Context: an optimization exercise on an open-source flow, tuned for small area, a short achievable clock period and few clock cycles. The choices shown serve that exercise and are no tape-out recipe.
At most, simulation tests tie the RTL to the original design; equivalence was not proved.
No activity file was given, so power comes from the tool's default toggle rates.

// CPU_TOP
module CPU_TOP #(
    parameter DWidth = 32
)(
    input   logic                   clk_i,
    input   logic                   rst_ni,
    input   logic                   imem_ready_i,
    input   logic   [DWidth-1:0]    imem_rdata_i,
    output  logic   [DWidth-1:0]    imem_addr_o,
    output  logic                   imem_req_o,
    input   logic                   dmem_ready_i,
    input   logic   [DWidth-1:0]    dmem_rdata_i,
    output  logic   [DWidth-1:0]    dmem_wdata_o,
    output  logic   [DWidth-1:0]    dmem_addr_o,
    output  logic                   dmem_req_o,
    output  logic                   dmem_write_o
);
For scale: about 8,100 cells after synthesis, about 170 I/O pins.
Settings: LEC_CHECK=0, CAP_MARGIN=20, CORE_MARGIN=2, CORE_UTILIZATION=30, PLACE_DENSITY=0.5, SETUP_SLACK_MARGIN=0.4, SLEW_MARGIN=20; clock period 26.0 ns.
run.sh (not shown) runs the stock make flow with config.mk's settings and CLKGATE_MAP_FILE= SYNTH_SCRIPT=/design/flow/synth_recipe.tcl, a recipe that flattens the netlist after the stock synthesis.
Edit:
--- a/flow/design.v
+++ b/flow/design.v
@@ -1,9 +1,11 @@
 module CPU_TOP #(
-    parameter DWidth = 32
+    parameter DWidth = 32,
+    parameter LbBits = 5,           
+    parameter PfDist = 19           
 )(
     input   logic                   clk_i,
     input   logic                   rst_ni,
     input   logic                   imem_ready_i,
     input   logic   [DWidth-1:0]    imem_rdata_i,
     output  logic   [DWidth-1:0]    imem_addr_o,
     output  logic                   imem_req_o,
@@ -22,22 +24,22 @@
     localparam logic [4:0] OP_LD    = 5'b00000;
     localparam logic [4:0] OP_ST    = 5'b01000;
     localparam logic [4:0] OP_IMM   = 5'b00100;
     localparam logic [4:0] OP_REG   = 5'b01100;
     localparam logic [4:0] OP_SYS   = 5'b11100;
     logic   [29:0]  fpc;             
     logic   [29:0]  hi;              
-    logic   [4:0]   cnt;             
+    logic   [LbBits:0] cnt;          
     logic           ireq;
-    logic   [31:0]  lbuf [0:15];
+    logic   [31:0]  lbuf [0:(1<<LbBits)-1];
     logic   [29:0]  fdist;
     logic           at_hi, lb_hit, f_out, fill_done, byp;
     assign fdist      = hi - fpc;
     assign at_hi     = (fdist == 30'd0);
-    assign lb_hit    = (fdist[29:5] == 25'd0) && (fdist[4:0] != 5'd0) && (fdist[4:0] <= cnt);
+    assign lb_hit    = (fdist[29:LbBits+1] == '0) && (fdist[LbBits:0] != '0) && (fdist[LbBits:0] <= cnt);
     assign f_out     = !(lb_hit || at_hi);
     assign fill_done = ireq && imem_ready_i;
     assign byp       = fill_done && at_hi;
     assign imem_req_o  = ireq;
     assign imem_addr_o = {hi, 2'b00};
     always_ff @(posedge clk_i or negedge rst_ni) begin
         if (!rst_ni) begin
@@ -48,27 +50,27 @@
             if (f_out) begin
                 hi   <= fpc;
                 cnt  <= '0;
                 ireq <= 1'b1;
             end else begin
                 if (fill_done) begin
                     hi  <= hi + 30'd1;
-                    cnt <= cnt[4] ? cnt : cnt + 5'd1;
+                    cnt <= cnt[LbBits] ? cnt : cnt + 1'b1;
                 end
-                ireq <= fill_done ? at_hi : (fdist[29:1] == 29'd0);
+                ireq <= fill_done ? (fdist < PfDist - 1) : (fdist < PfDist);
             end
         end
     end
     always_ff @(posedge clk_i) begin
-        if (fill_done) lbuf[hi[3:0]] <= imem_rdata_i;
+        if (fill_done) lbuf[hi[LbBits-1:0]] <= imem_rdata_i;
     end
     logic   [31:0]  lword, fword;
     logic           favail, pred_tk;
     logic   [29:0]  pred_tgt;
-    assign lword    = lbuf[fpc[3:0]];
+    assign lword    = lbuf[fpc[LbBits-1:0]];
     assign fword    = byp ? imem_rdata_i : lword;
     assign favail   = lb_hit || byp;
     assign pred_tk  = lb_hit && (lword[6:0] == 7'b1100011) && lword[31];
     assign pred_tgt = fpc + {{20{lword[31]}}, lword[7], lword[30:25], lword[11:9]};
     logic   [31:0]  ir;
     logic   [29:0]  ir_pc;
     logic           ir_v, ir_pred;
Effect: The new run passed the timing, design-rule and antenna checks; worst hold slack hardly moves; count of clock-buffer cells in the layout increases by 112; synthesized area came out higher by 17%; non-clock buffer count rises by 55; sequential power rises by 27%; total power goes up by 29%; worst setup slack loses 0.43 ns; clock power went up by 30%; clock skew rises by 0.058 ns; global-route usage fell by 0.26 points; design area is higher by 18%.
Testbench counts after the change, summed over its fixed seeds: cycles 191,576.
No functional check of the RTL was part of the first run of this note.

==> re-timing with driven ports <==
The results above use ideal ports. As a check the final layouts listed here were re-extracted and re-timed, cells and wires unchanged. Step 1, drivers: a clkbuf_16 drives clk_i and a buf_2 each remaining input, both assumed. Step 2 adds t to the input delays and takes it off the output delays; t is the mean of the earliest and latest rising clock arrival at the registers after step 1. Input paths then give back, and output paths get back, about the clock's delay inside the block. a / b / c = no drivers / after step 1 / after step 2; a / b = the first two.
run | shift t [ns] | slack for setup (ns) | clock arrival spread, ns | worst register clock-pin slew, ns | pins driven straight from the clock port
the first run | 0.994 | 13.302 / 13.302 / 13.302 | 0.054 / 0.055 | 0.07 / 0.07 | 1
the second run | 1.021 | 12.876 / 12.876 / 12.876 | 0.112 / 0.112 | 0.09 / 0.09 | 1
After both steps setup and hold are still met in every run listed.
